Background: an optimization exercise with open tools, aiming at small area. Do not read the settings as production practice. Function was checked by simulation only, so behaviour that the tests miss may differ from the original.

==> design/flow/config.mk <==
export PLATFORM = sky130hd
export DESIGN_NAME = draw_line
export DESIGN_NICKNAME = draw_line
export VERILOG_FILES = /design/flow/design.v
export SDC_FILE = /design/flow/constraint.sdc
export NUM_CORES = 4
export LEC_CHECK = 0
export CAP_MARGIN = 20
export CORE_MARGIN = 2
export CORE_UTILIZATION = 40
export SLEW_MARGIN = 20
export SYNTH_HIERARCHICAL = 1
export SYNTH_MINIMUM_KEEP_SIZE = 0
==> design/flow/constraint.sdc <==
create_clock -name core_clock -period 14.0 [get_ports {clk}]
set_input_delay 2.8000 -clock core_clock [delete_from_list [all_inputs] [get_ports {clk}]]
set_output_delay 2.8000 -clock core_clock [all_outputs]
set_load 0.01 [all_outputs]
==> design/flow/design.v <==
`timescale 1ns / 1ps
module draw_line(clk, rst_n, wea, x, y, m, b, dir, range, index_rd, line_x, line_y, finish);
input             clk, rst_n;
input             wea;
input      [31:0] x, y, m, b, dir, range;
input      [31:0] index_rd;
output     [31:0] line_x, line_y;
output     reg finish;
reg        [31:0] cnt, cnt_upd;
reg        [31:0] x_reg, m_reg, acc;
reg               mv, dec;
reg        [4:0]  idx;
reg        [1:0]  ph;
genvar gi;
wire [32:0] ltc;
assign ltc[0] = 1'b0;
generate for (gi = 0; gi < 32; gi = gi + 1) begin : g_lt
    assign ltc[gi+1] = (range[gi] & ~cnt[gi]) | (range[gi] & ltc[gi]) | (~cnt[gi] & ltc[gi]);
end endgenerate
wire        lt = ltc[32];
wire [32:0] cch;
assign cch[0] = lt;
generate for (gi = 0; gi < 32; gi = gi + 1) begin : g_cnt
    assign cch[gi+1] = cch[gi] & cnt_upd[gi];
end endgenerate
always @(posedge clk or negedge rst_n) begin
    if (!rst_n) begin
        cnt     <= 32'd0;
        cnt_upd <= 32'd0;
        finish  <= 1'b0;
    end else begin
        cnt     <= cnt_upd ^ cch[31:0];
        cnt_upd <= cnt;
        finish  <= !lt;
    end
end
wire        start  = wea && !rst_n;
always @(posedge clk) begin
    if (start)
        ph <= 2'd0;
    else if (ph != 2'd3)
        ph <= ph + 2'd1;
end
wire        rd   = !start && ph == 2'd3;
wire        dneg = rd && dec;
wire [4:0]  kz   = mv ? idx : 5'd0;
reg  [31:0] mop;
reg  [7:0]  wop;
reg         wm1;
wire [31:0] aop = start ? b : acc;
always @(*) begin
    if (start) begin
        mop = m;                    wop = x[7:0];  wm1 = 1'b0;
    end else case (ph)
        2'd0: begin mop = {m_reg[23:0], 8'd0};  wop = x_reg[15:8];  wm1 = x_reg[7];  end
        2'd1: begin mop = {m_reg[15:0], 16'd0}; wop = x_reg[23:16]; wm1 = x_reg[15]; end
        2'd2: begin mop = {m_reg[7:0], 24'd0};  wop = x_reg[31:24]; wm1 = x_reg[23]; end
        default: begin mop = m_reg;             wop = {3'd0, kz};   wm1 = 1'b0; end
    endcase
end
wire [31:0] mac;
wire [3:0] one, two, neg;
wire [31:0] mopn = ~mop;
wire [8:0] wx = {wop, wm1};
assign one[0] = wx[1] ^ wx[0];
assign two[0] = (wx[2] & ~wx[1] & ~wx[0]) | (~wx[2] & wx[1] & wx[0]);
assign neg[0] = wx[2] ^ dneg;
wire [31:0] bp0;
dl_bpp b0_0 (.mn1(mopn[0]), .mn0(1'b1), .onen(~one[0]), .twon(~two[0]), .neg(neg[0]), .p(bp0[0]));
dl_bpp b0_1 (.mn1(mopn[1]), .mn0(mopn[0]), .onen(~one[0]), .twon(~two[0]), .neg(neg[0]), .p(bp0[1]));
dl_bpp b0_2 (.mn1(mopn[2]), .mn0(mopn[1]), .onen(~one[0]), .twon(~two[0]), .neg(neg[0]), .p(bp0[2]));
dl_bpp b0_3 (.mn1(mopn[3]), .mn0(mopn[2]), .onen(~one[0]), .twon(~two[0]), .neg(neg[0]), .p(bp0[3]));
dl_bpp b0_4 (.mn1(mopn[4]), .mn0(mopn[3]), .onen(~one[0]), .twon(~two[0]), .neg(neg[0]), .p(bp0[4]));
dl_bpp b0_5 (.mn1(mopn[5]), .mn0(mopn[4]), .onen(~one[0]), .twon(~two[0]), .neg(neg[0]), .p(bp0[5]));
dl_bpp b0_6 (.mn1(mopn[6]), .mn0(mopn[5]), .onen(~one[0]), .twon(~two[0]), .neg(neg[0]), .p(bp0[6]));
dl_bpp b0_7 (.mn1(mopn[7]), .mn0(mopn[6]), .onen(~one[0]), .twon(~two[0]), .neg(neg[0]), .p(bp0[7]));
dl_bpp b0_8 (.mn1(mopn[8]), .mn0(mopn[7]), .onen(~one[0]), .twon(~two[0]), .neg(neg[0]), .p(bp0[8]));
dl_bpp b0_9 (.mn1(mopn[9]), .mn0(mopn[8]), .onen(~one[0]), .twon(~two[0]), .neg(neg[0]), .p(bp0[9]));
dl_bpp b0_10 (.mn1(mopn[10]), .mn0(mopn[9]), .onen(~one[0]), .twon(~two[0]), .neg(neg[0]), .p(bp0[10]));
dl_bpp b0_11 (.mn1(mopn[11]), .mn0(mopn[10]), .onen(~one[0]), .twon(~two[0]), .neg(neg[0]), .p(bp0[11]));
dl_bpp b0_12 (.mn1(mopn[12]), .mn0(mopn[11]), .onen(~one[0]), .twon(~two[0]), .neg(neg[0]), .p(bp0[12]));
dl_bpp b0_13 (.mn1(mopn[13]), .mn0(mopn[12]), .onen(~one[0]), .twon(~two[0]), .neg(neg[0]), .p(bp0[13]));
dl_bpp b0_14 (.mn1(mopn[14]), .mn0(mopn[13]), .onen(~one[0]), .twon(~two[0]), .neg(neg[0]), .p(bp0[14]));
dl_bpp b0_15 (.mn1(mopn[15]), .mn0(mopn[14]), .onen(~one[0]), .twon(~two[0]), .neg(neg[0]), .p(bp0[15]));
dl_bpp b0_16 (.mn1(mopn[16]), .mn0(mopn[15]), .onen(~one[0]), .twon(~two[0]), .neg(neg[0]), .p(bp0[16]));
dl_bpp b0_17 (.mn1(mopn[17]), .mn0(mopn[16]), .onen(~one[0]), .twon(~two[0]), .neg(neg[0]), .p(bp0[17]));
dl_bpp b0_18 (.mn1(mopn[18]), .mn0(mopn[17]), .onen(~one[0]), .twon(~two[0]), .neg(neg[0]), .p(bp0[18]));
dl_bpp b0_19 (.mn1(mopn[19]), .mn0(mopn[18]), .onen(~one[0]), .twon(~two[0]), .neg(neg[0]), .p(bp0[19]));
dl_bpp b0_20 (.mn1(mopn[20]), .mn0(mopn[19]), .onen(~one[0]), .twon(~two[0]), .neg(neg[0]), .p(bp0[20]));
dl_bpp b0_21 (.mn1(mopn[21]), .mn0(mopn[20]), .onen(~one[0]), .twon(~two[0]), .neg(neg[0]), .p(bp0[21]));
dl_bpp b0_22 (.mn1(mopn[22]), .mn0(mopn[21]), .onen(~one[0]), .twon(~two[0]), .neg(neg[0]), .p(bp0[22]));
dl_bpp b0_23 (.mn1(mopn[23]), .mn0(mopn[22]), .onen(~one[0]), .twon(~two[0]), .neg(neg[0]), .p(bp0[23]));
dl_bpp b0_24 (.mn1(mopn[24]), .mn0(mopn[23]), .onen(~one[0]), .twon(~two[0]), .neg(neg[0]), .p(bp0[24]));
dl_bpp b0_25 (.mn1(mopn[25]), .mn0(mopn[24]), .onen(~one[0]), .twon(~two[0]), .neg(neg[0]), .p(bp0[25]));
dl_bpp b0_26 (.mn1(mopn[26]), .mn0(mopn[25]), .onen(~one[0]), .twon(~two[0]), .neg(neg[0]), .p(bp0[26]));
dl_bpp b0_27 (.mn1(mopn[27]), .mn0(mopn[26]), .onen(~one[0]), .twon(~two[0]), .neg(neg[0]), .p(bp0[27]));
dl_bpp b0_28 (.mn1(mopn[28]), .mn0(mopn[27]), .onen(~one[0]), .twon(~two[0]), .neg(neg[0]), .p(bp0[28]));
dl_bpp b0_29 (.mn1(mopn[29]), .mn0(mopn[28]), .onen(~one[0]), .twon(~two[0]), .neg(neg[0]), .p(bp0[29]));
dl_bpp b0_30 (.mn1(mopn[30]), .mn0(mopn[29]), .onen(~one[0]), .twon(~two[0]), .neg(neg[0]), .p(bp0[30]));
dl_bpp b0_31 (.mn1(mopn[31]), .mn0(mopn[30]), .onen(~one[0]), .twon(~two[0]), .neg(neg[0]), .p(bp0[31]));
assign one[1] = wx[3] ^ wx[2];
assign two[1] = (wx[4] & ~wx[3] & ~wx[2]) | (~wx[4] & wx[3] & wx[2]);
assign neg[1] = wx[4] ^ dneg;
wire [29:0] bp1;
dl_bpp b1_0 (.mn1(mopn[0]), .mn0(1'b1), .onen(~one[1]), .twon(~two[1]), .neg(neg[1]), .p(bp1[0]));
dl_bpp b1_1 (.mn1(mopn[1]), .mn0(mopn[0]), .onen(~one[1]), .twon(~two[1]), .neg(neg[1]), .p(bp1[1]));
dl_bpp b1_2 (.mn1(mopn[2]), .mn0(mopn[1]), .onen(~one[1]), .twon(~two[1]), .neg(neg[1]), .p(bp1[2]));
dl_bpp b1_3 (.mn1(mopn[3]), .mn0(mopn[2]), .onen(~one[1]), .twon(~two[1]), .neg(neg[1]), .p(bp1[3]));
dl_bpp b1_4 (.mn1(mopn[4]), .mn0(mopn[3]), .onen(~one[1]), .twon(~two[1]), .neg(neg[1]), .p(bp1[4]));
dl_bpp b1_5 (.mn1(mopn[5]), .mn0(mopn[4]), .onen(~one[1]), .twon(~two[1]), .neg(neg[1]), .p(bp1[5]));
dl_bpp b1_6 (.mn1(mopn[6]), .mn0(mopn[5]), .onen(~one[1]), .twon(~two[1]), .neg(neg[1]), .p(bp1[6]));
dl_bpp b1_7 (.mn1(mopn[7]), .mn0(mopn[6]), .onen(~one[1]), .twon(~two[1]), .neg(neg[1]), .p(bp1[7]));
dl_bpp b1_8 (.mn1(mopn[8]), .mn0(mopn[7]), .onen(~one[1]), .twon(~two[1]), .neg(neg[1]), .p(bp1[8]));
dl_bpp b1_9 (.mn1(mopn[9]), .mn0(mopn[8]), .onen(~one[1]), .twon(~two[1]), .neg(neg[1]), .p(bp1[9]));
dl_bpp b1_10 (.mn1(mopn[10]), .mn0(mopn[9]), .onen(~one[1]), .twon(~two[1]), .neg(neg[1]), .p(bp1[10]));
dl_bpp b1_11 (.mn1(mopn[11]), .mn0(mopn[10]), .onen(~one[1]), .twon(~two[1]), .neg(neg[1]), .p(bp1[11]));
dl_bpp b1_12 (.mn1(mopn[12]), .mn0(mopn[11]), .onen(~one[1]), .twon(~two[1]), .neg(neg[1]), .p(bp1[12]));
dl_bpp b1_13 (.mn1(mopn[13]), .mn0(mopn[12]), .onen(~one[1]), .twon(~two[1]), .neg(neg[1]), .p(bp1[13]));
dl_bpp b1_14 (.mn1(mopn[14]), .mn0(mopn[13]), .onen(~one[1]), .twon(~two[1]), .neg(neg[1]), .p(bp1[14]));
dl_bpp b1_15 (.mn1(mopn[15]), .mn0(mopn[14]), .onen(~one[1]), .twon(~two[1]), .neg(neg[1]), .p(bp1[15]));
dl_bpp b1_16 (.mn1(mopn[16]), .mn0(mopn[15]), .onen(~one[1]), .twon(~two[1]), .neg(neg[1]), .p(bp1[16]));
dl_bpp b1_17 (.mn1(mopn[17]), .mn0(mopn[16]), .onen(~one[1]), .twon(~two[1]), .neg(neg[1]), .p(bp1[17]));
dl_bpp b1_18 (.mn1(mopn[18]), .mn0(mopn[17]), .onen(~one[1]), .twon(~two[1]), .neg(neg[1]), .p(bp1[18]));
dl_bpp b1_19 (.mn1(mopn[19]), .mn0(mopn[18]), .onen(~one[1]), .twon(~two[1]), .neg(neg[1]), .p(bp1[19]));
dl_bpp b1_20 (.mn1(mopn[20]), .mn0(mopn[19]), .onen(~one[1]), .twon(~two[1]), .neg(neg[1]), .p(bp1[20]));
dl_bpp b1_21 (.mn1(mopn[21]), .mn0(mopn[20]), .onen(~one[1]), .twon(~two[1]), .neg(neg[1]), .p(bp1[21]));
dl_bpp b1_22 (.mn1(mopn[22]), .mn0(mopn[21]), .onen(~one[1]), .twon(~two[1]), .neg(neg[1]), .p(bp1[22]));
dl_bpp b1_23 (.mn1(mopn[23]), .mn0(mopn[22]), .onen(~one[1]), .twon(~two[1]), .neg(neg[1]), .p(bp1[23]));
dl_bpp b1_24 (.mn1(mopn[24]), .mn0(mopn[23]), .onen(~one[1]), .twon(~two[1]), .neg(neg[1]), .p(bp1[24]));
dl_bpp b1_25 (.mn1(mopn[25]), .mn0(mopn[24]), .onen(~one[1]), .twon(~two[1]), .neg(neg[1]), .p(bp1[25]));
dl_bpp b1_26 (.mn1(mopn[26]), .mn0(mopn[25]), .onen(~one[1]), .twon(~two[1]), .neg(neg[1]), .p(bp1[26]));
dl_bpp b1_27 (.mn1(mopn[27]), .mn0(mopn[26]), .onen(~one[1]), .twon(~two[1]), .neg(neg[1]), .p(bp1[27]));
dl_bpp b1_28 (.mn1(mopn[28]), .mn0(mopn[27]), .onen(~one[1]), .twon(~two[1]), .neg(neg[1]), .p(bp1[28]));
dl_bpp b1_29 (.mn1(mopn[29]), .mn0(mopn[28]), .onen(~one[1]), .twon(~two[1]), .neg(neg[1]), .p(bp1[29]));
assign one[2] = wx[5] ^ wx[4];
assign two[2] = (wx[6] & ~wx[5] & ~wx[4]) | (~wx[6] & wx[5] & wx[4]);
assign neg[2] = wx[6] ^ dneg;
wire [27:0] bp2;
dl_bpp b2_0 (.mn1(mopn[0]), .mn0(1'b1), .onen(~one[2]), .twon(~two[2]), .neg(neg[2]), .p(bp2[0]));
dl_bpp b2_1 (.mn1(mopn[1]), .mn0(mopn[0]), .onen(~one[2]), .twon(~two[2]), .neg(neg[2]), .p(bp2[1]));
dl_bpp b2_2 (.mn1(mopn[2]), .mn0(mopn[1]), .onen(~one[2]), .twon(~two[2]), .neg(neg[2]), .p(bp2[2]));
dl_bpp b2_3 (.mn1(mopn[3]), .mn0(mopn[2]), .onen(~one[2]), .twon(~two[2]), .neg(neg[2]), .p(bp2[3]));
dl_bpp b2_4 (.mn1(mopn[4]), .mn0(mopn[3]), .onen(~one[2]), .twon(~two[2]), .neg(neg[2]), .p(bp2[4]));
dl_bpp b2_5 (.mn1(mopn[5]), .mn0(mopn[4]), .onen(~one[2]), .twon(~two[2]), .neg(neg[2]), .p(bp2[5]));
dl_bpp b2_6 (.mn1(mopn[6]), .mn0(mopn[5]), .onen(~one[2]), .twon(~two[2]), .neg(neg[2]), .p(bp2[6]));
dl_bpp b2_7 (.mn1(mopn[7]), .mn0(mopn[6]), .onen(~one[2]), .twon(~two[2]), .neg(neg[2]), .p(bp2[7]));
dl_bpp b2_8 (.mn1(mopn[8]), .mn0(mopn[7]), .onen(~one[2]), .twon(~two[2]), .neg(neg[2]), .p(bp2[8]));
dl_bpp b2_9 (.mn1(mopn[9]), .mn0(mopn[8]), .onen(~one[2]), .twon(~two[2]), .neg(neg[2]), .p(bp2[9]));
dl_bpp b2_10 (.mn1(mopn[10]), .mn0(mopn[9]), .onen(~one[2]), .twon(~two[2]), .neg(neg[2]), .p(bp2[10]));
dl_bpp b2_11 (.mn1(mopn[11]), .mn0(mopn[10]), .onen(~one[2]), .twon(~two[2]), .neg(neg[2]), .p(bp2[11]));
dl_bpp b2_12 (.mn1(mopn[12]), .mn0(mopn[11]), .onen(~one[2]), .twon(~two[2]), .neg(neg[2]), .p(bp2[12]));
dl_bpp b2_13 (.mn1(mopn[13]), .mn0(mopn[12]), .onen(~one[2]), .twon(~two[2]), .neg(neg[2]), .p(bp2[13]));
dl_bpp b2_14 (.mn1(mopn[14]), .mn0(mopn[13]), .onen(~one[2]), .twon(~two[2]), .neg(neg[2]), .p(bp2[14]));
dl_bpp b2_15 (.mn1(mopn[15]), .mn0(mopn[14]), .onen(~one[2]), .twon(~two[2]), .neg(neg[2]), .p(bp2[15]));
dl_bpp b2_16 (.mn1(mopn[16]), .mn0(mopn[15]), .onen(~one[2]), .twon(~two[2]), .neg(neg[2]), .p(bp2[16]));
dl_bpp b2_17 (.mn1(mopn[17]), .mn0(mopn[16]), .onen(~one[2]), .twon(~two[2]), .neg(neg[2]), .p(bp2[17]));
dl_bpp b2_18 (.mn1(mopn[18]), .mn0(mopn[17]), .onen(~one[2]), .twon(~two[2]), .neg(neg[2]), .p(bp2[18]));
dl_bpp b2_19 (.mn1(mopn[19]), .mn0(mopn[18]), .onen(~one[2]), .twon(~two[2]), .neg(neg[2]), .p(bp2[19]));
dl_bpp b2_20 (.mn1(mopn[20]), .mn0(mopn[19]), .onen(~one[2]), .twon(~two[2]), .neg(neg[2]), .p(bp2[20]));
dl_bpp b2_21 (.mn1(mopn[21]), .mn0(mopn[20]), .onen(~one[2]), .twon(~two[2]), .neg(neg[2]), .p(bp2[21]));
dl_bpp b2_22 (.mn1(mopn[22]), .mn0(mopn[21]), .onen(~one[2]), .twon(~two[2]), .neg(neg[2]), .p(bp2[22]));
dl_bpp b2_23 (.mn1(mopn[23]), .mn0(mopn[22]), .onen(~one[2]), .twon(~two[2]), .neg(neg[2]), .p(bp2[23]));
dl_bpp b2_24 (.mn1(mopn[24]), .mn0(mopn[23]), .onen(~one[2]), .twon(~two[2]), .neg(neg[2]), .p(bp2[24]));
dl_bpp b2_25 (.mn1(mopn[25]), .mn0(mopn[24]), .onen(~one[2]), .twon(~two[2]), .neg(neg[2]), .p(bp2[25]));
dl_bpp b2_26 (.mn1(mopn[26]), .mn0(mopn[25]), .onen(~one[2]), .twon(~two[2]), .neg(neg[2]), .p(bp2[26]));
dl_bpp b2_27 (.mn1(mopn[27]), .mn0(mopn[26]), .onen(~one[2]), .twon(~two[2]), .neg(neg[2]), .p(bp2[27]));
assign one[3] = wx[7] ^ wx[6];
assign two[3] = (wx[8] & ~wx[7] & ~wx[6]) | (~wx[8] & wx[7] & wx[6]);
assign neg[3] = wx[8] ^ dneg;
wire [25:0] bp3;
dl_bpp b3_0 (.mn1(mopn[0]), .mn0(1'b1), .onen(~one[3]), .twon(~two[3]), .neg(neg[3]), .p(bp3[0]));
dl_bpp b3_1 (.mn1(mopn[1]), .mn0(mopn[0]), .onen(~one[3]), .twon(~two[3]), .neg(neg[3]), .p(bp3[1]));
dl_bpp b3_2 (.mn1(mopn[2]), .mn0(mopn[1]), .onen(~one[3]), .twon(~two[3]), .neg(neg[3]), .p(bp3[2]));
dl_bpp b3_3 (.mn1(mopn[3]), .mn0(mopn[2]), .onen(~one[3]), .twon(~two[3]), .neg(neg[3]), .p(bp3[3]));
dl_bpp b3_4 (.mn1(mopn[4]), .mn0(mopn[3]), .onen(~one[3]), .twon(~two[3]), .neg(neg[3]), .p(bp3[4]));
dl_bpp b3_5 (.mn1(mopn[5]), .mn0(mopn[4]), .onen(~one[3]), .twon(~two[3]), .neg(neg[3]), .p(bp3[5]));
dl_bpp b3_6 (.mn1(mopn[6]), .mn0(mopn[5]), .onen(~one[3]), .twon(~two[3]), .neg(neg[3]), .p(bp3[6]));
dl_bpp b3_7 (.mn1(mopn[7]), .mn0(mopn[6]), .onen(~one[3]), .twon(~two[3]), .neg(neg[3]), .p(bp3[7]));
dl_bpp b3_8 (.mn1(mopn[8]), .mn0(mopn[7]), .onen(~one[3]), .twon(~two[3]), .neg(neg[3]), .p(bp3[8]));
dl_bpp b3_9 (.mn1(mopn[9]), .mn0(mopn[8]), .onen(~one[3]), .twon(~two[3]), .neg(neg[3]), .p(bp3[9]));
dl_bpp b3_10 (.mn1(mopn[10]), .mn0(mopn[9]), .onen(~one[3]), .twon(~two[3]), .neg(neg[3]), .p(bp3[10]));
dl_bpp b3_11 (.mn1(mopn[11]), .mn0(mopn[10]), .onen(~one[3]), .twon(~two[3]), .neg(neg[3]), .p(bp3[11]));
dl_bpp b3_12 (.mn1(mopn[12]), .mn0(mopn[11]), .onen(~one[3]), .twon(~two[3]), .neg(neg[3]), .p(bp3[12]));
dl_bpp b3_13 (.mn1(mopn[13]), .mn0(mopn[12]), .onen(~one[3]), .twon(~two[3]), .neg(neg[3]), .p(bp3[13]));
dl_bpp b3_14 (.mn1(mopn[14]), .mn0(mopn[13]), .onen(~one[3]), .twon(~two[3]), .neg(neg[3]), .p(bp3[14]));
dl_bpp b3_15 (.mn1(mopn[15]), .mn0(mopn[14]), .onen(~one[3]), .twon(~two[3]), .neg(neg[3]), .p(bp3[15]));
dl_bpp b3_16 (.mn1(mopn[16]), .mn0(mopn[15]), .onen(~one[3]), .twon(~two[3]), .neg(neg[3]), .p(bp3[16]));
dl_bpp b3_17 (.mn1(mopn[17]), .mn0(mopn[16]), .onen(~one[3]), .twon(~two[3]), .neg(neg[3]), .p(bp3[17]));
dl_bpp b3_18 (.mn1(mopn[18]), .mn0(mopn[17]), .onen(~one[3]), .twon(~two[3]), .neg(neg[3]), .p(bp3[18]));
dl_bpp b3_19 (.mn1(mopn[19]), .mn0(mopn[18]), .onen(~one[3]), .twon(~two[3]), .neg(neg[3]), .p(bp3[19]));
dl_bpp b3_20 (.mn1(mopn[20]), .mn0(mopn[19]), .onen(~one[3]), .twon(~two[3]), .neg(neg[3]), .p(bp3[20]));
dl_bpp b3_21 (.mn1(mopn[21]), .mn0(mopn[20]), .onen(~one[3]), .twon(~two[3]), .neg(neg[3]), .p(bp3[21]));
dl_bpp b3_22 (.mn1(mopn[22]), .mn0(mopn[21]), .onen(~one[3]), .twon(~two[3]), .neg(neg[3]), .p(bp3[22]));
dl_bpp b3_23 (.mn1(mopn[23]), .mn0(mopn[22]), .onen(~one[3]), .twon(~two[3]), .neg(neg[3]), .p(bp3[23]));
dl_bpp b3_24 (.mn1(mopn[24]), .mn0(mopn[23]), .onen(~one[3]), .twon(~two[3]), .neg(neg[3]), .p(bp3[24]));
dl_bpp b3_25 (.mn1(mopn[25]), .mn0(mopn[24]), .onen(~one[3]), .twon(~two[3]), .neg(neg[3]), .p(bp3[25]));
wire t1;
wire t2;
dl_ha u2 (.a(aop[4]), .b(bp0[4]), .s(t1), .co(t2));
wire t3;
wire t4;
dl_ha u4 (.a(aop[5]), .b(bp0[5]), .s(t3), .co(t4));
wire t5;
wire t6;
dl_fa u6 (.a(aop[6]), .b(bp0[6]), .c(bp1[4]), .s(t5), .co(t6));
wire t7;
wire t8;
dl_ha u8 (.a(bp2[2]), .b(neg[3]), .s(t7), .co(t8));
wire t9;
wire t10;
dl_fa u10 (.a(aop[7]), .b(bp0[7]), .c(bp1[5]), .s(t9), .co(t10));
wire t11;
wire t12;
dl_ha u12 (.a(bp2[3]), .b(bp3[1]), .s(t11), .co(t12));
wire t13;
wire t14;
dl_fa u14 (.a(aop[8]), .b(bp0[8]), .c(bp1[6]), .s(t13), .co(t14));
wire t15;
wire t16;
dl_ha u16 (.a(bp2[4]), .b(bp3[2]), .s(t15), .co(t16));
wire t17;
wire t18;
dl_fa u18 (.a(aop[9]), .b(bp0[9]), .c(bp1[7]), .s(t17), .co(t18));
wire t19;
wire t20;
dl_ha u20 (.a(bp2[5]), .b(bp3[3]), .s(t19), .co(t20));
wire t21;
wire t22;
dl_fa u22 (.a(aop[10]), .b(bp0[10]), .c(bp1[8]), .s(t21), .co(t22));
wire t23;
wire t24;
dl_ha u24 (.a(bp2[6]), .b(bp3[4]), .s(t23), .co(t24));
wire t25;
wire t26;
dl_fa u26 (.a(aop[11]), .b(bp0[11]), .c(bp1[9]), .s(t25), .co(t26));
wire t27;
wire t28;
dl_ha u28 (.a(bp2[7]), .b(bp3[5]), .s(t27), .co(t28));
wire t29;
wire t30;
dl_fa u30 (.a(aop[12]), .b(bp0[12]), .c(bp1[10]), .s(t29), .co(t30));
wire t31;
wire t32;
dl_ha u32 (.a(bp2[8]), .b(bp3[6]), .s(t31), .co(t32));
wire t33;
wire t34;
dl_fa u34 (.a(aop[13]), .b(bp0[13]), .c(bp1[11]), .s(t33), .co(t34));
wire t35;
wire t36;
dl_ha u36 (.a(bp2[9]), .b(bp3[7]), .s(t35), .co(t36));
wire t37;
wire t38;
dl_fa u38 (.a(aop[14]), .b(bp0[14]), .c(bp1[12]), .s(t37), .co(t38));
wire t39;
wire t40;
dl_ha u40 (.a(bp2[10]), .b(bp3[8]), .s(t39), .co(t40));
wire t41;
wire t42;
dl_fa u42 (.a(aop[15]), .b(bp0[15]), .c(bp1[13]), .s(t41), .co(t42));
wire t43;
wire t44;
dl_ha u44 (.a(bp2[11]), .b(bp3[9]), .s(t43), .co(t44));
wire t45;
wire t46;
dl_fa u46 (.a(aop[16]), .b(bp0[16]), .c(bp1[14]), .s(t45), .co(t46));
wire t47;
wire t48;
dl_ha u48 (.a(bp2[12]), .b(bp3[10]), .s(t47), .co(t48));
wire t49;
wire t50;
dl_fa u50 (.a(aop[17]), .b(bp0[17]), .c(bp1[15]), .s(t49), .co(t50));
wire t51;
wire t52;
dl_ha u52 (.a(bp2[13]), .b(bp3[11]), .s(t51), .co(t52));
wire t53;
wire t54;
dl_fa u54 (.a(aop[18]), .b(bp0[18]), .c(bp1[16]), .s(t53), .co(t54));
wire t55;
wire t56;
dl_ha u56 (.a(bp2[14]), .b(bp3[12]), .s(t55), .co(t56));
wire t57;
wire t58;
dl_fa u58 (.a(aop[19]), .b(bp0[19]), .c(bp1[17]), .s(t57), .co(t58));
wire t59;
wire t60;
dl_ha u60 (.a(bp2[15]), .b(bp3[13]), .s(t59), .co(t60));
wire t61;
wire t62;
dl_fa u62 (.a(aop[20]), .b(bp0[20]), .c(bp1[18]), .s(t61), .co(t62));
wire t63;
wire t64;
dl_ha u64 (.a(bp2[16]), .b(bp3[14]), .s(t63), .co(t64));
wire t65;
wire t66;
dl_fa u66 (.a(aop[21]), .b(bp0[21]), .c(bp1[19]), .s(t65), .co(t66));
wire t67;
wire t68;
dl_ha u68 (.a(bp2[17]), .b(bp3[15]), .s(t67), .co(t68));
wire t69;
wire t70;
dl_fa u70 (.a(aop[22]), .b(bp0[22]), .c(bp1[20]), .s(t69), .co(t70));
wire t71;
wire t72;
dl_ha u72 (.a(bp2[18]), .b(bp3[16]), .s(t71), .co(t72));
wire t73;
wire t74;
dl_fa u74 (.a(aop[23]), .b(bp0[23]), .c(bp1[21]), .s(t73), .co(t74));
wire t75;
wire t76;
dl_ha u76 (.a(bp2[19]), .b(bp3[17]), .s(t75), .co(t76));
wire t77;
wire t78;
dl_fa u78 (.a(aop[24]), .b(bp0[24]), .c(bp1[22]), .s(t77), .co(t78));
wire t79;
wire t80;
dl_ha u80 (.a(bp2[20]), .b(bp3[18]), .s(t79), .co(t80));
wire t81;
wire t82;
dl_fa u82 (.a(aop[25]), .b(bp0[25]), .c(bp1[23]), .s(t81), .co(t82));
wire t83;
wire t84;
dl_ha u84 (.a(bp2[21]), .b(bp3[19]), .s(t83), .co(t84));
wire t85;
wire t86;
dl_fa u86 (.a(aop[26]), .b(bp0[26]), .c(bp1[24]), .s(t85), .co(t86));
wire t87;
wire t88;
dl_ha u88 (.a(bp2[22]), .b(bp3[20]), .s(t87), .co(t88));
wire t89;
wire t90;
dl_fa u90 (.a(aop[27]), .b(bp0[27]), .c(bp1[25]), .s(t89), .co(t90));
wire t91;
wire t92;
dl_ha u92 (.a(bp2[23]), .b(bp3[21]), .s(t91), .co(t92));
wire t93;
wire t94;
dl_fa u94 (.a(aop[28]), .b(bp0[28]), .c(bp1[26]), .s(t93), .co(t94));
wire t95;
wire t96;
dl_ha u96 (.a(bp2[24]), .b(bp3[22]), .s(t95), .co(t96));
wire t97;
wire t98;
dl_fa u98 (.a(aop[29]), .b(bp0[29]), .c(bp1[27]), .s(t97), .co(t98));
wire t99;
wire t100;
dl_ha u100 (.a(bp2[25]), .b(bp3[23]), .s(t99), .co(t100));
wire t101;
wire t102;
dl_fa u102 (.a(aop[30]), .b(bp0[30]), .c(bp1[28]), .s(t101), .co(t102));
wire t103;
wire t104;
dl_ha u104 (.a(bp2[26]), .b(bp3[24]), .s(t103), .co(t104));
wire t105;
dl_fa u105 (.a(aop[31]), .b(bp0[31]), .c(bp1[29]), .s(t105), .co());
wire t106;
assign t106 = bp2[27] ^ bp3[25];
wire t107;
wire t108;
dl_ha u108 (.a(aop[2]), .b(bp0[2]), .s(t107), .co(t108));
wire t109;
wire t110;
dl_ha u110 (.a(aop[3]), .b(bp0[3]), .s(t109), .co(t110));
wire t111;
wire t112;
dl_fa u112 (.a(bp1[2]), .b(neg[2]), .c(bp2[0]), .s(t111), .co(t112));
wire t113;
wire t114;
dl_fa u114 (.a(bp1[3]), .b(bp2[1]), .c(t2), .s(t113), .co(t114));
wire t115;
wire t116;
dl_fa u116 (.a(bp3[0]), .b(t4), .c(t5), .s(t115), .co(t116));
wire t117;
wire t118;
dl_fa u118 (.a(t6), .b(t8), .c(t9), .s(t117), .co(t118));
wire t119;
wire t120;
dl_fa u120 (.a(t10), .b(t12), .c(t13), .s(t119), .co(t120));
wire t121;
wire t122;
dl_fa u122 (.a(t14), .b(t16), .c(t17), .s(t121), .co(t122));
wire t123;
wire t124;
dl_fa u124 (.a(t18), .b(t20), .c(t21), .s(t123), .co(t124));
wire t125;
wire t126;
dl_fa u126 (.a(t22), .b(t24), .c(t25), .s(t125), .co(t126));
wire t127;
wire t128;
dl_fa u128 (.a(t26), .b(t28), .c(t29), .s(t127), .co(t128));
wire t129;
wire t130;
dl_fa u130 (.a(t30), .b(t32), .c(t33), .s(t129), .co(t130));
wire t131;
wire t132;
dl_fa u132 (.a(t34), .b(t36), .c(t37), .s(t131), .co(t132));
wire t133;
wire t134;
dl_fa u134 (.a(t38), .b(t40), .c(t41), .s(t133), .co(t134));
wire t135;
wire t136;
dl_fa u136 (.a(t42), .b(t44), .c(t45), .s(t135), .co(t136));
wire t137;
wire t138;
dl_fa u138 (.a(t46), .b(t48), .c(t49), .s(t137), .co(t138));
wire t139;
wire t140;
dl_fa u140 (.a(t50), .b(t52), .c(t53), .s(t139), .co(t140));
wire t141;
wire t142;
dl_fa u142 (.a(t54), .b(t56), .c(t57), .s(t141), .co(t142));
wire t143;
wire t144;
dl_fa u144 (.a(t58), .b(t60), .c(t61), .s(t143), .co(t144));
wire t145;
wire t146;
dl_fa u146 (.a(t62), .b(t64), .c(t65), .s(t145), .co(t146));
wire t147;
wire t148;
dl_fa u148 (.a(t66), .b(t68), .c(t69), .s(t147), .co(t148));
wire t149;
wire t150;
dl_fa u150 (.a(t70), .b(t72), .c(t73), .s(t149), .co(t150));
wire t151;
wire t152;
dl_fa u152 (.a(t74), .b(t76), .c(t77), .s(t151), .co(t152));
wire t153;
wire t154;
dl_fa u154 (.a(t78), .b(t80), .c(t81), .s(t153), .co(t154));
wire t155;
wire t156;
dl_fa u156 (.a(t82), .b(t84), .c(t85), .s(t155), .co(t156));
wire t157;
wire t158;
dl_fa u158 (.a(t86), .b(t88), .c(t89), .s(t157), .co(t158));
wire t159;
wire t160;
dl_fa u160 (.a(t90), .b(t92), .c(t93), .s(t159), .co(t160));
wire t161;
wire t162;
dl_fa u162 (.a(t94), .b(t96), .c(t97), .s(t161), .co(t162));
wire t163;
wire t164;
dl_fa u164 (.a(t98), .b(t100), .c(t101), .s(t163), .co(t164));
wire t165;
dl_fa u165 (.a(t102), .b(t104), .c(t105), .s(t165), .co());
wire t166;
wire t167;
dl_ha u167 (.a(aop[0]), .b(neg[0]), .s(t166), .co(t167));
wire t168;
wire t169;
dl_ha u169 (.a(aop[1]), .b(bp0[1]), .s(t168), .co(t169));
wire t170;
wire t171;
dl_fa u171 (.a(neg[1]), .b(bp1[0]), .c(t107), .s(t170), .co(t171));
wire t172;
wire t173;
dl_fa u173 (.a(bp1[1]), .b(t108), .c(t109), .s(t172), .co(t173));
wire t174;
wire t175;
dl_fa u175 (.a(t1), .b(t110), .c(t111), .s(t174), .co(t175));
wire t176;
wire t177;
dl_fa u177 (.a(t3), .b(t112), .c(t113), .s(t176), .co(t177));
wire t178;
wire t179;
dl_fa u179 (.a(t7), .b(t114), .c(t115), .s(t178), .co(t179));
wire t180;
wire t181;
dl_fa u181 (.a(t11), .b(t116), .c(t117), .s(t180), .co(t181));
wire t182;
wire t183;
dl_fa u183 (.a(t15), .b(t118), .c(t119), .s(t182), .co(t183));
wire t184;
wire t185;
dl_fa u185 (.a(t19), .b(t120), .c(t121), .s(t184), .co(t185));
wire t186;
wire t187;
dl_fa u187 (.a(t23), .b(t122), .c(t123), .s(t186), .co(t187));
wire t188;
wire t189;
dl_fa u189 (.a(t27), .b(t124), .c(t125), .s(t188), .co(t189));
wire t190;
wire t191;
dl_fa u191 (.a(t31), .b(t126), .c(t127), .s(t190), .co(t191));
wire t192;
wire t193;
dl_fa u193 (.a(t35), .b(t128), .c(t129), .s(t192), .co(t193));
wire t194;
wire t195;
dl_fa u195 (.a(t39), .b(t130), .c(t131), .s(t194), .co(t195));
wire t196;
wire t197;
dl_fa u197 (.a(t43), .b(t132), .c(t133), .s(t196), .co(t197));
wire t198;
wire t199;
dl_fa u199 (.a(t47), .b(t134), .c(t135), .s(t198), .co(t199));
wire t200;
wire t201;
dl_fa u201 (.a(t51), .b(t136), .c(t137), .s(t200), .co(t201));
wire t202;
wire t203;
dl_fa u203 (.a(t55), .b(t138), .c(t139), .s(t202), .co(t203));
wire t204;
wire t205;
dl_fa u205 (.a(t59), .b(t140), .c(t141), .s(t204), .co(t205));
wire t206;
wire t207;
dl_fa u207 (.a(t63), .b(t142), .c(t143), .s(t206), .co(t207));
wire t208;
wire t209;
dl_fa u209 (.a(t67), .b(t144), .c(t145), .s(t208), .co(t209));
wire t210;
wire t211;
dl_fa u211 (.a(t71), .b(t146), .c(t147), .s(t210), .co(t211));
wire t212;
wire t213;
dl_fa u213 (.a(t75), .b(t148), .c(t149), .s(t212), .co(t213));
wire t214;
wire t215;
dl_fa u215 (.a(t79), .b(t150), .c(t151), .s(t214), .co(t215));
wire t216;
wire t217;
dl_fa u217 (.a(t83), .b(t152), .c(t153), .s(t216), .co(t217));
wire t218;
wire t219;
dl_fa u219 (.a(t87), .b(t154), .c(t155), .s(t218), .co(t219));
wire t220;
wire t221;
dl_fa u221 (.a(t91), .b(t156), .c(t157), .s(t220), .co(t221));
wire t222;
wire t223;
dl_fa u223 (.a(t95), .b(t158), .c(t159), .s(t222), .co(t223));
wire t224;
wire t225;
dl_fa u225 (.a(t99), .b(t160), .c(t161), .s(t224), .co(t225));
wire t226;
wire t227;
dl_fa u227 (.a(t103), .b(t162), .c(t163), .s(t226), .co(t227));
wire t228;
dl_fa u228 (.a(t106), .b(t164), .c(t165), .s(t228), .co());
wire t229;
wire t230;
dl_ha u230 (.a(bp0[0]), .b(t166), .s(t229), .co(t230));
wire t231;
wire t232;
dl_fa u232 (.a(t167), .b(t168), .c(t230), .s(t231), .co(t232));
wire t233;
wire t234;
dl_fa u234 (.a(t169), .b(t170), .c(t232), .s(t233), .co(t234));
wire t235;
wire t236;
dl_fa u236 (.a(t171), .b(t172), .c(t234), .s(t235), .co(t236));
wire t237;
wire t238;
dl_fa u238 (.a(t173), .b(t174), .c(t236), .s(t237), .co(t238));
wire t239;
wire t240;
dl_fa u240 (.a(t175), .b(t176), .c(t238), .s(t239), .co(t240));
wire t241;
wire t242;
dl_fa u242 (.a(t177), .b(t178), .c(t240), .s(t241), .co(t242));
wire t243;
wire t244;
dl_fa u244 (.a(t179), .b(t180), .c(t242), .s(t243), .co(t244));
wire t245;
wire t246;
dl_fa u246 (.a(t181), .b(t182), .c(t244), .s(t245), .co(t246));
wire t247;
wire t248;
dl_fa u248 (.a(t183), .b(t184), .c(t246), .s(t247), .co(t248));
wire t249;
wire t250;
dl_ha u250 (.a(t185), .b(t186), .s(t249), .co(t250));
wire t251;
wire t252;
dl_fa u252 (.a(t187), .b(t188), .c(t250), .s(t251), .co(t252));
wire t253;
wire t254;
dl_fa u254 (.a(t189), .b(t190), .c(t252), .s(t253), .co(t254));
wire t255;
wire t256;
dl_fa u256 (.a(t191), .b(t192), .c(t254), .s(t255), .co(t256));
wire t257;
wire t258;
dl_fa u258 (.a(t193), .b(t194), .c(t256), .s(t257), .co(t258));
wire t259;
wire t260;
dl_fa u260 (.a(t195), .b(t196), .c(t258), .s(t259), .co(t260));
wire t261;
wire t262;
dl_fa u262 (.a(t197), .b(t198), .c(t260), .s(t261), .co(t262));
wire t263;
wire t264;
dl_fa u264 (.a(t199), .b(t200), .c(t262), .s(t263), .co(t264));
wire t265;
assign t265 = t249 ^ t248;
wire t266;
assign t266 = t251 ^ (t248 & t249);
wire t267;
assign t267 = t249 & t251;
wire t268;
assign t268 = t253 ^ (t248 & t267);
wire t269;
assign t269 = t267 & t253;
wire t270;
assign t270 = t255 ^ (t248 & t269);
wire t271;
assign t271 = t269 & t255;
wire t272;
assign t272 = t257 ^ (t248 & t271);
wire t273;
assign t273 = t271 & t257;
wire t274;
assign t274 = t259 ^ (t248 & t273);
wire t275;
assign t275 = t273 & t259;
wire t276;
assign t276 = t261 ^ (t248 & t275);
wire t277;
assign t277 = t275 & t261;
wire t278;
assign t278 = t263 ^ (t248 & t277);
wire t279;
assign t279 = t277 & t263;
wire t280;
assign t280 = t264 | (t248 & t279);
wire t281;
wire t282;
dl_ha u282 (.a(t201), .b(t202), .s(t281), .co(t282));
wire t283;
wire t284;
dl_fa u284 (.a(t203), .b(t204), .c(t282), .s(t283), .co(t284));
wire t285;
wire t286;
dl_fa u286 (.a(t205), .b(t206), .c(t284), .s(t285), .co(t286));
wire t287;
wire t288;
dl_fa u288 (.a(t207), .b(t208), .c(t286), .s(t287), .co(t288));
wire t289;
wire t290;
dl_fa u290 (.a(t209), .b(t210), .c(t288), .s(t289), .co(t290));
wire t291;
wire t292;
dl_fa u292 (.a(t211), .b(t212), .c(t290), .s(t291), .co(t292));
wire t293;
wire t294;
dl_fa u294 (.a(t213), .b(t214), .c(t292), .s(t293), .co(t294));
wire t295;
assign t295 = t281 ^ t280;
wire t296;
assign t296 = t283 ^ (t280 & t281);
wire t297;
assign t297 = t281 & t283;
wire t298;
assign t298 = t285 ^ (t280 & t297);
wire t299;
assign t299 = t297 & t285;
wire t300;
assign t300 = t287 ^ (t280 & t299);
wire t301;
assign t301 = t299 & t287;
wire t302;
assign t302 = t289 ^ (t280 & t301);
wire t303;
assign t303 = t301 & t289;
wire t304;
assign t304 = t291 ^ (t280 & t303);
wire t305;
assign t305 = t303 & t291;
wire t306;
assign t306 = t293 ^ (t280 & t305);
wire t307;
assign t307 = t305 & t293;
wire t308;
assign t308 = t294 | (t280 & t307);
wire t309;
wire t310;
dl_ha u310 (.a(t215), .b(t216), .s(t309), .co(t310));
wire t311;
wire t312;
dl_fa u312 (.a(t217), .b(t218), .c(t310), .s(t311), .co(t312));
wire t313;
wire t314;
dl_fa u314 (.a(t219), .b(t220), .c(t312), .s(t313), .co(t314));
wire t315;
wire t316;
dl_fa u316 (.a(t221), .b(t222), .c(t314), .s(t315), .co(t316));
wire t317;
wire t318;
dl_fa u318 (.a(t223), .b(t224), .c(t316), .s(t317), .co(t318));
wire t319;
wire t320;
dl_fa u320 (.a(t225), .b(t226), .c(t318), .s(t319), .co(t320));
wire t321;
dl_fa u321 (.a(t227), .b(t228), .c(t320), .s(t321), .co());
wire t322;
assign t322 = t309 ^ t308;
wire t323;
assign t323 = t311 ^ (t308 & t309);
wire t324;
assign t324 = t309 & t311;
wire t325;
assign t325 = t313 ^ (t308 & t324);
wire t326;
assign t326 = t324 & t313;
wire t327;
assign t327 = t315 ^ (t308 & t326);
wire t328;
assign t328 = t326 & t315;
wire t329;
assign t329 = t317 ^ (t308 & t328);
wire t330;
assign t330 = t328 & t317;
wire t331;
assign t331 = t319 ^ (t308 & t330);
wire t332;
assign t332 = t330 & t319;
wire t333;
assign t333 = t321 ^ (t308 & t332);
assign mac = {t333, t331, t329, t327, t325, t323, t322, t306, t304, t302, t300, t298, t296, t295, t278, t276, t274, t272, t270, t268, t266, t265, t247, t245, t243, t241, t239, t237, t235, t233, t231, t229};
always @(posedge clk) begin
    if (start) begin
        x_reg <= x;
        m_reg <= m;
        dec   <= (dir == 32'd0);
        mv    <= (dir == 32'd0) || (dir == 32'd1);
    end
    if (start || ph != 2'd3)
        acc <= mac;
    idx <= index_rd[4:0];
end
wire [5:0]  lx_lo = {1'b0, x_reg[4:0]} + {1'b0, kz ^ {5{dec}}} + {5'd0, dec};
wire [27:0] lxc;
assign lxc[0] = lx_lo[5] ^ dec;
assign line_x[4:0] = lx_lo[4:0];
generate for (gi = 0; gi < 27; gi = gi + 1) begin : g_lx
    assign line_x[5+gi] = x_reg[5+gi] ^ lxc[gi];
    assign lxc[gi+1]    = lxc[gi] & (x_reg[5+gi] ^ dec);
end endgenerate
assign line_y = mac;
endmodule
module dl_fa(a, b, c, s, co);
input  a, b, c;
output s, co;
assign s  = a ^ b ^ c;
assign co = (a & b) | (a & c) | (b & c);
endmodule
module dl_ha(a, b, s, co);
input  a, b;
output s, co;
assign s  = a ^ b;
assign co = a & b;
endmodule
module dl_bpp(mn1, mn0, onen, twon, neg, p);
input  mn1, mn0, onen, twon, neg;
output p;
assign p = ~((mn1 | onen) & (mn0 | twon)) ^ neg;
endmodule
==> design/flow/flow/run.sh <==
#!/bin/bash
# The standard layout (the standard.sh: the standard synthesis and ORFS
# from floorplan to finish), with these changes to how the layout is made:
#  - at the start of the floorplan step, flow/downsize.tcl swaps every
#    combinational cell for the smallest cell of the same function; the
#    timing repair of the floorplan and later steps sizes up what is needed;
#  - the port buffers that global placement adds to every input and output
#    are sky130_fd_sc_hd__buf_1 cells instead of the default buffer;
#  - clock tree synthesis adds no dummy loads and uses clkbuf_8 buffers.
# make's full output goes to flow_make.log in this folder.
set -euo pipefail
here=$(pwd)
bash standard.sh \
  "PRE_FLOORPLAN_TCL=$here/flow/downsize.tcl" \
  "BUFFER_PORTS_ARGS=-buffer_cell sky130_fd_sc_hd__buf_1" \
  "CTS_ARGS=-sink_clustering_enable -repair_clock_nets -dont_use_dummy_load -buf_list sky130_fd_sc_hd__clkbuf_8" \
  finish > flow_make.log 2>&1
==> design/flow/flow/downsize.tcl <==
# Sized-down start for the resizer: every combinational cell of the
# synthesized netlist is swapped for the smallest cell of the same function
# (same name but for the drive-strength suffix). Registers, tie cells and
# buffers are left as they are. The floorplan's and later stages' timing
# repair then size up what the timing needs.
set db [ord::get_db]
set n 0
set saved 0.0
foreach inst [[ord::get_db_block] getInsts] {
  set mname [[$inst getMaster] getName]
  if {![regexp {^(sky130_fd_sc_hd__([a-z0-9]+))_([0-9]+)$} $mname -> base func drive]} { continue }
  if {[regexp {^(df|edf|sdf|sed|dl|conb|buf|clkbuf|clkdly|dlygate|tap|fill|decap|diode)} $func]} { continue }
  set cur [$inst getMaster]
  set best $cur
  set best_area [expr {[$cur getWidth] * [$cur getHeight]}]
  foreach d {0 1 2 4 6 8 12 16} {
    set cand [$db findMaster "${base}_$d"]
    if {$cand == "NULL" || $cand == ""} { continue }
    set a [expr {[$cand getWidth] * [$cand getHeight]}]
    if {$a < $best_area} { set best $cand; set best_area $a }
  }
  if {$best != $cur} {
    set saved [expr {$saved + [$cur getWidth] * [$cur getHeight] - $best_area}]
    $inst swapMaster $best
    incr n
  }
}
puts "downsize.tcl: swapped $n cells to their smallest size, [expr {$saved / 1e6}] um2 less"
==> design/flow/standard.sh <==
#!/bin/bash
# synth_recipe.tcl (not shown) runs the flow's synth.tcl, then flattens the netlist and writes it again
# the make line also repeats each setting of config.mk as NAME=value (left out here)
make -C /OpenROAD-flow-scripts/flow DESIGN_CONFIG=/design/flow/config.mk WORK_HOME=/design/flow/orfs CLKGATE_MAP_FILE= SYNTH_SCRIPT=/design/flow/synth_recipe.tcl "${@:-finish}"
==> run_results.csv <==
group,metric,value,unit
die,start_util,40.5,%
sta,period_needed,13.46,ns
worst_setup_path,critPathCaptureType,"output pin",
min_path,hp-class,"register to register",
sta,slew_headroom,23.3,%
placement,placed_area,15000,um^2
cells_and_area,utilization,45.9,%
die,dieArea,35200,um^2
sta,tightest_slew,1.14,ns
sta,skew,0.0355,ns
cells_and_area,finalNetCount,1889,
route,wire_per_inst,18.2,um
route,ant_nets,0,
job,max_cap_viol_count,0,
worst_setup_path,critPathRequiredTime,11.20,ns
global_route,gr-usage-all-layers,20.5,%
cells_and_area,layout_common_cells,"231 x buf_1, 160 x nand2_1, 140 x xor2_1, 122 x o22ai_1, 113 x fa_1",
worst_setup_path,arrival,10.66,ns
die,rows,67,
route,wl,35100,um
die,die_height,188,um
sta,hold_viol,0,
route,via_per_inst,5.38,
cells_and_area,fin_area,15300,um^2
clock_network,htree_levels,4,
clock_network,clock-sinks,170,
cells_and_area,final_common_cell,"buf_1",
sta,rsz0062_at_grt,"false",
route,route.detailed.drc,0,
placement,hpwl,26900,um
sta,post-route-period-util,96.1,%
clock_network,clock-root-buffer,"clkbuf_8",
status,outcome,"timing/DRC/antenna clean",
cells_and_area,drive_above_1_share,6.33,%
sta,fmax,74.3,MHz
global_route,antenna_found_initial,8,
global_route,overflow,0,
synth,ys_warn_count,7,
clock_network,holdBufCountCts,0,
global_route,grt_pass1_wl,56400,um
route,first_iter_violations,855,
clock_network,cts_buffers,17,
placement,numPortBuffers,232,
clock_network,clk_latency,0.47,ns
die,core_area,33400,um^2
placement,place_congestion,0.810,
die,ios,292,
cells_and_area,fillCellCount,3212,
route,drt_pass1_iterations,9,
global_route,first_global_vias,10470,
route,dr_total_vias,10344,
worst_setup_path,crit_type,"primary input to output pin",
clock_network,cts_buffer_depth,2,
worst_setup_path,start_kind,"primary input",
worst_setup_path,worstPathMaxFanout,11,
placement,dp_slack,-0.201,ns
global_route,grt_max_degree,66,
sta,report.final.slew_viol_count,0,
die,dieWidth,188,um
sta,setup_viol,0,
sta,worst_slack,0.544,ns
synth,syn_inst,1237,
clock_network,cts_tree,"done",
clock_network,clk_pin_slew,0.10,ns
-- area by class of cell --
class                      count  area, um^2  share of cell area, %
antenna                        6        15.0                 0.0980
clock buffer                  17         234                   1.53
inverter                      31         119                  0.775
multi-input combinational    965        8400                   54.8
sequential                   170        4710                   30.7
tap                          448         561                   3.66
timing repair buffer         286        1290                   8.42
-- worst max-delay path, stage by stage --
cell and delay (ns):
clkbuf_2 0.10, nand2b_2 0.20, inv_4 0.09, or3_1 0.43, xnor2_2 0.57, buf_4 0.27
o22ai_1 0.11, xor2_1 0.27, fa_1 0.49, fa_1 0.51, fa_1 0.43, fa_1 0.42
fa_1 0.39, fa_1 0.39, fa_1 0.39, fa_1 0.40, fa_1 0.39, fa_1 0.55
a31oi_2 0.15, inv_1 0.15, a41oi_2 0.25, nor3b_2 0.36, nand2_1 0.11, xnor2_1 0.20
buf_1 0.24
-- metal layers --
metal	vias to the layer above	global-route usage [%]	routed length [um]
li1	4897	-	-
met1	5100	27.1	15500
met2	298	33.5	16800
met3	43	4.45	2020
met4	6	6.45	662
met5	-	0	33
-- worst paths after layout --
path / start / endpoint / slack (ns) / cells after the start
worst min register to register: cnt[19] / cnt_upd[19] / 0.37 / 0
worst max-delay path: rst_n / line_y[31] / 0.54 / 25
worst min-delay path: cnt[19] / cnt_upd[19] / 0.37 / 0
max in group asynchronous: rst_n / cnt[23] / 10.96 / 2
worst max register to register: ph[0] / acc[26] / 4.86 / 24
min in group asynchronous: rst_n / cnt_upd[28] / 2.51 / 2
-- metrics by stage --
step	instances	hold WS (ns)	setup TNS, ns
2_1_floorplan	1240	0.346	0
3_3_place_gp	1893	0.357	-0.0782
3_5_place_dp	1893	0.364	-0.539
4_1_cts	1910	0.374	0
5_1_grt	1919	0.384	0
6_report	1923	0.366	0
-- repair_timing --
item                                    in CTS  in global routing
pin swaps                                    0                  1
setup buffers                                0                  7
endpoints found under the setup margin       7                  7
resized for setup                            2                  4

## what the ideal ports hide
In the flow no input, the clock included, has a driving cell. The finished layout below was timed again as built, in two steps. Step 1: set_driving_cell puts a clkbuf_16 on clk and a buf_2 on each other input, an assumption about the parent block. Step 2, shift: input delay + t, output delay - t, t = (earliest + latest rising clock arrival at the registers) / 2. This alone moves slack from input paths to output paths. a / b / c = ideal ports / drivers / drivers and shift; a / b = the first two.
t (ns): 0.503
setup WS [ns]: 0.544 / 0.508 / 0.508
clock arrival spread, ns: 0.047 / 0.046
worst slew at a driven data input, ns: 0.10
cell pins on the clock port's net: 1
After both steps setup and hold are still met in this run. The setup slack of this run moves by -0.036 ns with the drivers and by -0.036 ns with both steps.
